Background: an optimization exercise with open tools, aiming at small area. Do not read the settings as production practice.
Function was checked by simulation only, so behaviour that the tests miss may differ from the original.
No activity file was given, so power comes from the tool's default toggle rates.

==> 04-22 <==
Design barcode39, start of the top module:
module barcode39(
input clk,
input rst_n,
input scan_en,
input scan_bit,
input mem_rd,
input [8:0] rd_addr,
output [7:0] rd_data,
output eop
);
==> module RAM, before the edit <==
module RAM(
input clk,
input rst,
input MEMW,             
input [8:0] waddr,
input stage,            
input [3:0] slot,
input [3:0] wdata,
input [8:0] raddr,
output [3:0] rdata      
);
reg [8:0] phase;        
reg [8:0] head;         
wire [2047:0] ring;
reg [63:0] pb;          
wire [8:0] nphase = ~phase;
wire [8:0] d;                                  
add9 dadd (.a(head), .b(nphase), .y(d));
wire [4:0] m = waddr[4:0] - head[4:0];         
wire drain = (m != 5'd0) && (d[3:0] == 4'd0);  
wire [3:0] hdata;
wire [31:0] insel, inseln;                     
dec32 idec (.en(drain), .a(d[8:4]), .y(insel), .yn(inseln));
wire [8:0] phase_inc, head_inc;
inc9 pinc (.a(phase), .e(1'b1), .y(phase_inc), .co());
inc9 hinc (.a(head), .e(drain), .y(head_inc), .co());
always @(posedge clk or negedge rst)
  if (!rst) begin
    phase <= 0;
    head <= 0;
  end else begin
    phase <= phase_inc;
    head <= head_inc;
  end
wire [15:0] pbwe;
dec16 wdec (.en(stage), .a(slot), .y(pbwe));
genvar g, b;
generate
  for (g = 0; g < 16; g = g + 1) begin : pbw
    always @(posedge clk)
      if (pbwe[g]) pb[4*g +: 4] <= wdata;
  end
  for (g = 0; g < 512; g = g + 1) begin : rw
    if (g % 16 == 0) begin : ins
      for (b = 0; b < 4; b = b + 1) begin : ib
        wire nx;
        ins_muxn u (.s(insel[g/16]), .sn(inseln[g/16]), .h(hdata[b] ^ ((g/16) % 2 == 1)),
                    .r(ring[4*((g+1)%512)+b]), .y(nx));
        reg w;
        always @(posedge clk)
          w <= nx;
        assign ring[4*g+b] = w;
      end
    end else begin : sh
      reg [3:0] w;
      always @(posedge clk)
        w <= ring[4*((g+1)%512) +: 4];
      assign ring[4*g +: 4] = w;
    end
  end
endgenerate
wire [8:0] q;
add9 qadd (.a(raddr), .b(nphase), .y(q));
wire [3:0] qoff = q[3:0] - d[3:0];
wire pend = (q[8:4] == d[8:4]) && (q[3:0] >= d[3:0]) && ({1'b0, qoff} < m);
wire [7:0] lsel, mseln, hseln, psel;
dec8 ldec (.a(q[2:0]), .y(lsel));
dec8n mdec (.en(1'b1), .a(q[5:3]), .yn(mseln));
dec8n hdec (.en(~pend), .a(q[8:6]), .yn(hseln));
dec8 pdec (.a(raddr[2:0]), .y(psel));
wire [1:0] pseln = ~({1'b0, pend} << raddr[3]);
wire rflip = q[4] & ~pend;   
wire [7:0] hsel;
dec8 hsdec (.a(head[2:0]), .y(hsel));
wire [1:0] hseln2 = ~(2'd1 << head[3]);
genvar k, j;
generate
  for (b = 0; b < 4; b = b + 1) begin : rb
    wire [7:0] grp;
    for (j = 0; j < 8; j = j + 1) begin : gj
      wire [7:0] blk;
      for (k = 0; k < 8; k = k + 1) begin : bk
        wire [7:0] dd;
        for (g = 0; g < 8; g = g + 1) begin : bd
          assign dd[g] = ring[4*((64*j+8*k+g+1)%512)+b];
        end
        rd_blk u (.d(dd), .s(lsel), .gn(mseln[k]), .y(blk[k]));
      end
      rd_grp u (.y(blk), .gn(hseln[j]), .g(grp[j]));
    end
    wire [1:0] pblk;
    for (k = 0; k < 2; k = k + 1) begin : pk
      wire [7:0] dd;
      for (g = 0; g < 8; g = g + 1) begin : pd
        assign dd[g] = pb[4*(8*k+g)+b];
      end
      rd_blk u (.d(dd), .s(psel), .gn(pseln[k]), .y(pblk[k]));
    end
    assign rdata[b] = ((|grp) ^ rflip) | (|pblk);
    wire [1:0] hblk;
    for (k = 0; k < 2; k = k + 1) begin : hk
      wire [7:0] dd;
      for (g = 0; g < 8; g = g + 1) begin : hd
        assign dd[g] = pb[4*(8*k+g)+b];
      end
      rd_blk u (.d(dd), .s(hsel), .gn(hseln2[k]), .y(hblk[k]));
    end
    assign hdata[b] = |hblk;
  end
endgenerate
endmodule
==> module dec16, before the edit <==
module dec16(input en, input [3:0] a, output [15:0] y);
wire [3:0] lo_n = ~({3'd0, en} << a[1:0]);
wire [3:0] hi_n = ~(4'd1 << a[3:2]);
genvar i;
generate
  for (i = 0; i < 16; i = i + 1) begin : g
    nor2m u (.a(lo_n[i%4]), .b(hi_n[i/4]), .y(y[i]));
  end
endgenerate
endmodule
Settings: LEC_CHECK=0, CAP_MARGIN=30, CORE_MARGIN=2, CORE_UTILIZATION=75, CTS_BUF_LIST=sky130_fd_sc_hd__clkbuf_16, CTS_CLUSTER_DIAMETER=130, CTS_CLUSTER_SIZE=31, PLACE_DENSITY=0.85, SLEW_MARGIN=30, SYNTH_HIERARCHICAL=1; clock period 20.0 ns.
run.sh (not shown) runs the stock make flow with config.mk's settings and CLKGATE_MAP_FILE= SYNTH_SCRIPT=/design/flow/synth_recipe.tcl, a recipe that flattens the netlist after the stock synthesis.
==> 05-03: changes against 04-22 <==
==> flow/design.v (replaced) <==
module INTEL_8254(
    input clk,
    input rst,
    input CS,
    output [3:0] WIDTH,   
    output WSTB,          
    output reg OUT0,
    input wire GATE0
    );
    reg GATE0S;           
    reg flag;             
    reg [3:0] elem;       
    reg [3:0] counter;    
    wire toggle = GATE0 ^ GATE0S;
    always @(posedge clk, negedge rst)
        if (~rst) begin
            GATE0S <= 1;
            flag <= 0;
            elem <= 0;
            OUT0 <= 0;
        end
        else if (CS) begin
            GATE0S <= GATE0;
            if (toggle) begin
                flag <= 1;
                OUT0 <= flag && (elem != 4'd0);  
                elem <= (elem == 4'd9) ? 4'd0 : elem + 4'd1;
            end
            else
                OUT0 <= 0;
        end
        else
            OUT0 <= 0;  
    always @(posedge clk)
        if (CS)
            counter <= toggle ? 4'd1 : counter + 4'd1;
    assign WIDTH = counter;
    assign WSTB = CS && toggle;
endmodule
module INTEL_8237(
input clk,
input rst,
output [8:0] Address,
output [3:0] NextLow,   
output reg EOP,
output reg Wrapped,
output MEMW,
input  DREQ,
input  CS
);
reg [8:0] address;
assign MEMW = DREQ && CS;   
assign NextLow = address[3:0] + {3'b000, MEMW};
always @ (posedge clk or negedge rst)  
    begin
      if(!rst)
        begin
          address <= 0;
          EOP <= 0;
          Wrapped <= 0;
        end
      else if (MEMW)
        begin
          address <= address + 1;  
          EOP <= (address == 98) ? 1:0;  
          if (&address) Wrapped <= 1;
        end
    end
assign Address = address;  
endmodule
module RAM(
input clk,
input rst,
input MEMW,             
input [8:0] waddr,
input stage,            
input [3:0] slot,
input [3:0] wdata,
input [8:0] raddr,
output [3:0] rdata      
);
reg [8:0] phase;        
reg [8:0] head;         
reg [2047:0] ring;
reg [63:0] pb;          
wire [8:0] d = head + ~phase;                  
wire [4:0] m = waddr[4:0] - head[4:0];         
wire drain = (m != 5'd0) && (d[3:0] == 4'd0);  
wire [3:0] hdata;
wire [31:0] insel = {31'd0, drain} << d[8:4];    
always @(posedge clk or negedge rst)
  if (!rst) begin
    phase <= 0;
    head <= 0;
  end else begin
    phase <= phase + 9'd1;
    if (drain) head <= head + 9'd1;
  end
genvar g, b;
generate
  for (g = 0; g < 16; g = g + 1) begin : pbw
    always @(posedge clk)
      if (stage && slot == g) pb[4*g +: 4] <= wdata;
  end
  for (g = 0; g < 512; g = g + 1) begin : rw
    if (g % 16 == 0) begin : ins
      wire [3:0] nx;
      for (b = 0; b < 4; b = b + 1) begin : ib
        ins_mux u (.s(insel[g/16]), .sn(~insel[g/16]), .h(hdata[b]), .r(ring[4*((g+1)%512)+b]), .y(nx[b]));
      end
      always @(posedge clk)
        ring[4*g +: 4] <= nx;
    end else begin : sh
      always @(posedge clk)
        ring[4*g +: 4] <= ring[4*((g+1)%512) +: 4];
    end
  end
endgenerate
wire [8:0] q = raddr + ~phase;
wire [3:0] qoff = q[3:0] - d[3:0];
wire pend = (q[8:4] == d[8:4]) && (q[3:0] >= d[3:0]) && ({1'b0, qoff} < m);
wire [7:0] lsel = 8'd1 << q[2:0];
wire [7:0] mseln = ~(8'd1 << q[5:3]);
wire [7:0] hseln = ~({7'd0, ~pend} << q[8:6]);
wire [7:0] psel = 8'd1 << raddr[2:0];
wire [1:0] pseln = ~({1'b0, pend} << raddr[3]);
wire [7:0] hsel = 8'd1 << head[2:0];
wire [1:0] hseln2 = ~(2'd1 << head[3]);
genvar k, j;
generate
  for (b = 0; b < 4; b = b + 1) begin : rb
    wire [7:0] grp;
    for (j = 0; j < 8; j = j + 1) begin : gj
      wire [7:0] blk;
      for (k = 0; k < 8; k = k + 1) begin : bk
        wire [7:0] dd;
        for (g = 0; g < 8; g = g + 1) begin : bd
          assign dd[g] = ring[4*((64*j+8*k+g+1)%512)+b];
        end
        rd_blk u (.d(dd), .s(lsel), .gn(mseln[k]), .y(blk[k]));
      end
      rd_grp u (.y(blk), .gn(hseln[j]), .g(grp[j]));
    end
    wire [1:0] pblk;
    for (k = 0; k < 2; k = k + 1) begin : pk
      wire [7:0] dd;
      for (g = 0; g < 8; g = g + 1) begin : pd
        assign dd[g] = pb[4*(8*k+g)+b];
      end
      rd_blk u (.d(dd), .s(psel), .gn(pseln[k]), .y(pblk[k]));
    end
    assign rdata[b] = |{grp, pblk};
    wire [1:0] hblk;
    for (k = 0; k < 2; k = k + 1) begin : hk
      wire [7:0] dd;
      for (g = 0; g < 8; g = g + 1) begin : hd
        assign dd[g] = pb[4*(8*k+g)+b];
      end
      rd_blk u (.d(dd), .s(hsel), .gn(hseln2[k]), .y(hblk[k]));
    end
    assign hdata[b] = |hblk;
  end
endgenerate
endmodule
module ins_mux(input s, input sn, input h, input r, output y);
assign y = (s & h) | (sn & r);
endmodule
module rd_blk(
input [7:0] d,
input [7:0] s,
input gn,
output y
);
wire n0, n1;
ao222n g0 (.a(d[2:0]), .s(s[2:0]), .y(n0));
ao222n g1 (.a(d[5:3]), .s(s[5:3]), .y(n1));
rd_tail g2 (.n0(n0), .n1(n1), .a(d[7:6]), .s(s[7:6]), .gn(gn), .y(y));
endmodule
module ao222n(input [2:0] a, input [2:0] s, output y);
assign y = ~((a[0] & s[0]) | (a[1] & s[1]) | (a[2] & s[2]));
endmodule
module rd_tail(input n0, input n1, input [1:0] a, input [1:0] s, input gn, output y);
assign y = ~((n0 & n1 & ~((a[0] & s[0]) | (a[1] & s[1]))) | gn);
endmodule
module rd_grp(input [7:0] y, input gn, output g);
assign g = ~((~|y[3:0] & ~|y[7:4]) | gn);
endmodule
module barcode39(
input clk,
input rst_n,
input scan_en,
input scan_bit,
input mem_rd,
input [8:0] rd_addr,
output [7:0] rd_data,
output eop
);
wire wDREQ, wMEMW, wWrapped, wWSTB;
wire [3:0] wWIDTH, wNextLow;
wire [8:0] dma_address;
wire [3:0] mem_data;
INTEL_8254 Timer(
.clk(clk),
.rst(rst_n),
.CS(scan_en),
.WIDTH(wWIDTH),
.WSTB(wWSTB),
.OUT0(wDREQ),
.GATE0(scan_bit));
INTEL_8237 DMA_Unit(
.clk(clk),
.rst(rst_n),
.Address(dma_address),
.NextLow(wNextLow),
.EOP(eop),
.Wrapped(wWrapped),
.MEMW(wMEMW),
.DREQ(wDREQ),
.CS(!mem_rd));
RAM Buffer(
.clk(clk),
.rst(rst_n),
.MEMW(wMEMW),
.waddr(dma_address),
.stage(wWSTB),
.slot(wNextLow),
.wdata(wWIDTH),
.raddr(rd_addr),
.rdata(mem_data));
wire written = mem_rd && (wWrapped || (rd_addr < dma_address));
assign rd_data = {4'b0000, written ? mem_data : 4'b0000};
endmodule
- CAP_MARGIN: 30 -> 10
- CORE_UTILIZATION: 75 -> 60
- CTS_CLUSTER_DIAMETER: 130 -> 120
- CTS_CLUSTER_SIZE: 31 -> 30
- PLACE_DENSITY: 0.85 -> 0.7
- SLEW_MARGIN: 30 -> 10
==> 10-25: changes against 04-22 <==
--- a/flow/design.v
+++ b/flow/design.v
@@ -75,47 +75,56 @@
 module RAM(
 input clk,
 input rst,
 input MEMW,             
 input [8:0] waddr,
 input stage,            
-input [3:0] slot,
+input [3:0] slot,       
 input [3:0] wdata,
 input [8:0] raddr,
 output [3:0] rdata      
 );
 reg [8:0] phase;        
 reg [8:0] head;         
 wire [2047:0] ring;
-reg [63:0] pb;          
+wire [63:0] pr;         
 wire [8:0] nphase = ~phase;
 wire [8:0] d;                                  
 add9 dadd (.a(head), .b(nphase), .y(d));
 wire [4:0] m = waddr[4:0] - head[4:0];         
 wire drain = (m != 5'd0) && (d[3:0] == 4'd0);  
-wire [3:0] hdata;
+wire [3:0] hdata = pr[7:4] ^ {4{phase[0]}};   
 wire [31:0] insel, inseln;                     
 dec32 idec (.en(drain), .a(d[8:4]), .y(insel), .yn(inseln));
 wire [8:0] phase_inc, head_inc;
-inc9 pinc (.a(phase), .e(1'b1), .y(phase_inc), .co());
+inc9c pinc (.a(phase), .y(phase_inc));
 inc9 hinc (.a(head), .e(drain), .y(head_inc), .co());
 always @(posedge clk or negedge rst)
   if (!rst) begin
     phase <= 0;
     head <= 0;
   end else begin
     phase <= phase_inc;
     head <= head_inc;
   end
-wire [15:0] pbwe;
-dec16 wdec (.en(stage), .a(slot), .y(pbwe));
+wire [3:0] wpos;
+add4 wadd (.a(slot), .b(nphase[3:0]), .y(wpos));
+wire [3:0] wdin = wdata ^ {4{phase[0]}};       
+wire [15:0] pbwe, pbwen;
+dec16 wdec (.en(stage), .a(wpos), .y(pbwe), .yn(pbwen));
 genvar g, b;
 generate
-  for (g = 0; g < 16; g = g + 1) begin : pbw
-    always @(posedge clk)
-      if (pbwe[g]) pb[4*g +: 4] <= wdata;
+  for (g = 0; g < 16; g = g + 1) begin : prw
+    for (b = 0; b < 4; b = b + 1) begin : pb
+      wire nx;
+      ins_muxn u (.s(pbwe[g]), .sn(pbwen[g]), .h(wdin[b]), .r(pr[4*((g+1)%16)+b]), .y(nx));
+      reg w;
+      always @(posedge clk)
+        w <= nx;
+      assign pr[4*g+b] = w;
+    end
   end
   for (g = 0; g < 512; g = g + 1) begin : rw
     if (g % 16 == 0) begin : ins
       for (b = 0; b < 4; b = b + 1) begin : ib
         wire nx;
         ins_muxn u (.s(insel[g/16]), .sn(inseln[g/16]), .h(hdata[b] ^ ((g/16) % 2 == 1)),
@@ -134,22 +143,18 @@
   end
 endgenerate
 wire [8:0] q;
 add9 qadd (.a(raddr), .b(nphase), .y(q));
 wire [3:0] qoff = q[3:0] - d[3:0];
 wire pend = (q[8:4] == d[8:4]) && (q[3:0] >= d[3:0]) && ({1'b0, qoff} < m);
-wire [7:0] lsel, mseln, hseln, psel;
+wire [7:0] lsel, mseln, hseln;
 dec8 ldec (.a(q[2:0]), .y(lsel));
-dec8n mdec (.en(1'b1), .a(q[5:3]), .yn(mseln));
+dec8m mdec (.a(q[5:3]), .yn(mseln));
 dec8n hdec (.en(~pend), .a(q[8:6]), .yn(hseln));
-dec8 pdec (.a(raddr[2:0]), .y(psel));
-wire [1:0] pseln = ~({1'b0, pend} << raddr[3]);
-wire rflip = q[4] & ~pend;   
-wire [7:0] hsel;
-dec8 hsdec (.a(head[2:0]), .y(hsel));
-wire [1:0] hseln2 = ~(2'd1 << head[3]);
+wire [1:0] pseln = ~({1'b0, pend} << q[3]);
+wire rflip = pend ? phase[0] : q[4];
 genvar k, j;
 generate
   for (b = 0; b < 4; b = b + 1) begin : rb
     wire [7:0] grp;
     for (j = 0; j < 8; j = j + 1) begin : gj
       wire [7:0] blk;
@@ -163,26 +168,17 @@
       rd_grp u (.y(blk), .gn(hseln[j]), .g(grp[j]));
     end
     wire [1:0] pblk;
     for (k = 0; k < 2; k = k + 1) begin : pk
       wire [7:0] dd;
       for (g = 0; g < 8; g = g + 1) begin : pd
-        assign dd[g] = pb[4*(8*k+g)+b];
-      end
-      rd_blk u (.d(dd), .s(psel), .gn(pseln[k]), .y(pblk[k]));
-    end
-    assign rdata[b] = ((|grp) ^ rflip) | (|pblk);
-    wire [1:0] hblk;
-    for (k = 0; k < 2; k = k + 1) begin : hk
-      wire [7:0] dd;
-      for (g = 0; g < 8; g = g + 1) begin : hd
-        assign dd[g] = pb[4*(8*k+g)+b];
+        assign dd[g] = pr[4*((8*k+g+1)%16)+b];
       end
-      rd_blk u (.d(dd), .s(hsel), .gn(hseln2[k]), .y(hblk[k]));
+      rd_blk u (.d(dd), .s(lsel), .gn(pseln[k]), .y(pblk[k]));
     end
-    assign hdata[b] = |hblk;
+    assign rdata[b] = (|{grp, pblk}) ^ rflip;
   end
 endgenerate
 endmodule
 module ins_muxn(input s, input sn, input h, input r, output y);
 assign y = ~((s | r) & (sn | h));
 endmodule
@@ -213,12 +209,33 @@
 generate
   for (i = 1; i < 9; i = i + 1) begin : f
     fa1 u (.a(a[i]), .b(b[i]), .ci(c[i-1]), .s(y[i]), .co(c[i]));
   end
 endgenerate
 endmodule
+module add4(input [3:0] a, input [3:0] b, output [3:0] y);
+wire [3:0] c;
+ha1 h0 (.a(a[0]), .b(b[0]), .s(y[0]), .co(c[0]));
+genvar i;
+generate
+  for (i = 1; i < 4; i = i + 1) begin : f
+    fa1 u (.a(a[i]), .b(b[i]), .ci(c[i-1]), .s(y[i]), .co(c[i]));
+  end
+endgenerate
+endmodule
+module inc9c(input [8:0] a, output [8:0] y);
+wire [9:0] c;
+assign y[0] = ~a[0];
+assign c[1] = a[0];
+genvar i;
+generate
+  for (i = 1; i < 9; i = i + 1) begin : h
+    ha1 u (.a(a[i]), .b(c[i]), .s(y[i]), .co(c[i+1]));
+  end
+endgenerate
+endmodule
 module inc9(input [8:0] a, input e, output [8:0] y, output co);
 wire [9:0] c;
 assign c[0] = e;
 genvar i;
 generate
   for (i = 0; i < 9; i = i + 1) begin : h
@@ -233,22 +250,26 @@
 module ha1(input a, input b, output s, output co);
 assign {co, s} = a + b;
 endmodule
 module dec8(input [2:0] a, output [7:0] y);
 assign y = 8'd1 << a;
 endmodule
+module dec8m(input [2:0] a, output [7:0] yn);
+assign yn = ~(8'd1 << a);
+endmodule
 module dec8n(input en, input [2:0] a, output [7:0] yn);
 assign yn = ~({7'd0, en} << a);
 endmodule
-module dec16(input en, input [3:0] a, output [15:0] y);
+module dec16(input en, input [3:0] a, output [15:0] y, output [15:0] yn);
 wire [3:0] lo_n = ~({3'd0, en} << a[1:0]);
 wire [3:0] hi_n = ~(4'd1 << a[3:2]);
 genvar i;
 generate
   for (i = 0; i < 16; i = i + 1) begin : g
     nor2m u (.a(lo_n[i%4]), .b(hi_n[i/4]), .y(y[i]));
+    invm v (.a(y[i]), .y(yn[i]));
   end
 endgenerate
 endmodule
 module dec32(input en, input [4:0] a, output [31:0] y, output [31:0] yn);
 wire [3:0] lo_n = ~({3'd0, en} << a[1:0]);
 wire [7:0] hi_n = ~(8'd1 << a[4:2]);
==> flow/flow/run.sh (new file) <==
#!/bin/bash
# Own layout flow: the standard flow (standard.sh: the standard synthesis
# and ORFS steps, unchanged), with two settings passed to the ORFS scripts:
#  - the port buffers are the smallest buffer, sky130_fd_sc_hd__buf_1;
#  - clock tree synthesis inserts no dummy loads, clusters up to 18
#    flip-flops within 60 um per clkbuf_8 leaf buffer, and builds the tree
#    above the leaves from clkbuf_4.
# The whole output of the make run is kept in standard.log in this folder;
# ORFS keeps each step's own log under orfs/logs/.
set -euo pipefail
export BUFFER_PORTS_ARGS="-buffer_cell sky130_fd_sc_hd__buf_1"
export CTS_ARGS="-sink_clustering_enable -repair_clock_nets -sink_clustering_size 20 -sink_clustering_max_diameter 60 -buf_list sky130_fd_sc_hd__clkbuf_4 -sink_clustering_buffer sky130_fd_sc_hd__clkbuf_8 -dont_use_dummy_load"
bash standard.sh > standard.log 2>&1
==> flow/standard.sh (new file) <==
#!/bin/bash
# synth_recipe.tcl (not shown) runs the flow's synth.tcl, then flattens the netlist and writes it again
# the make line also repeats each setting of config.mk as NAME=value (left out here)
make -C /OpenROAD-flow-scripts/flow DESIGN_CONFIG=/design/flow/config.mk WORK_HOME=/design/flow/orfs CLKGATE_MAP_FILE= SYNTH_SCRIPT=/design/flow/synth_recipe.tcl "${@:-finish}"
removed: flow/run.sh
==> comparison table <==
item                                                                                               04-22                                            05-03                      10-25
Run status                                                                                finished clean                                  failed layout checks        finished clean
Violated checks                                                                                        -  max-capacitance violations, max-slew violations                          -
Antenna Cells                                                                                          0                                                0                          2
Last weighted congestion value of the routability-driven placer                                   0.9037                                           0.8757                     0.8692
Root buffer cell                                                              sky130_fd_sc_hd__clkbuf_16                       sky130_fd_sc_hd__clkbuf_16  sky130_fd_sc_hd__clkbuf_4
Number of global-route vias before repair                                                          37020                                            36210                      37168
Fraction of area in registers                                                                     71.33%                                           69.97%                     71.85%
Number of design-rule violations left by the first detailed-router iteration                        5996                                             5521                       6080
Buffers and inverters on the worst path                                                                4                                                4                          3
Clock buffer count from CTS                                                                           79                                               81                        119
Max Clk Rate                                                                                 0.05976 GHz                                      0.06379 GHz                0.06692 GHz
Slew at the pin with the worst max-slew slack                                                   1.049 ns                                         1.539 ns                   1.008 ns
Initial cell density of the core                                                                  75.60%                                           60.41%                     75.95%
VDD IR-drop max                                                                                 185.3 µV                                         90.86 µV                   95.51 µV
Count of unique library cells instantiated by Yosys                                                   59                                               82                         57
Cells after synthesis                                                                               3848                                             3990                       3853
Logic depth of the worst setup path including buffers                                                 24                                               21                         21
Share of post-route cells with drive strength above 1                                             5.289%                                           4.656%                     5.627%
Chip Height                                                                                     280.5 µm                                         315.8 µm                   278.8 µm
Area taken by multi-input logic gates                                                        0.01329 mm²                                      0.01426 mm²                0.01320 mm²
Data arrival time at the worst-slack endpoint                                                   12.73 ns                                         11.68 ns                   10.94 ns
Synthesized-area fraction occupied by ao, oa, aoi and oai cells                                   18.33%                                           18.92%                     18.60%
Post-detailed-route via-to-cell ratio                                                              7.365                                            6.709                      7.301
Final-layout fill cell count                                                                        3978                                             6982                       3954
Antenna violations before repair                                                                       5                                                2                          2
Comb power                                                                                       4.63 mW                                         0.670 mW                   0.861 mW
Wirelength, routed                                                                             148100 µm                                        146100 µm                  143700 µm

==> re-timing with driven ports <==
No port has a modelled driver above. Below, the same layouts with a new extraction and two added sets of constraints.
Step 1: set_driving_cell puts a clkbuf_16 on clk and a buf_2 on each other input, an assumption about the parent block.
Step 2 also shifts input and output timing later by t, the mid clock arrival at the registers, as if the neighbouring blocks saw the same clock.
a / b / c = ideal / step 1 / step 2; a / b = the first two.
| run | t, ns | setup slack, ns | worst hold slack (ns) | worst setup path after step 2 | cell pins on the clock port's net |
|---|---|---|---|---|---|
| 04-22 | 0.737 | 3.267 / 3.235 / 3.235 | 0.337 / 0.337 / 0.337 | input to output | 1 |
| 05-03 | 0.757 | 4.324 / 4.300 / 4.300 | 0.335 / 0.335 / 0.335 | input to output | 1 |
| 10-25 | 1.071 | 5.056 / 5.035 / 5.035 | 0.299 / 0.299 / 0.299 | input to output | 1 |
For 04-22, which loses most, drivers alone change the setup slack by -0.032 ns; drivers and shift together by -0.032 ns.
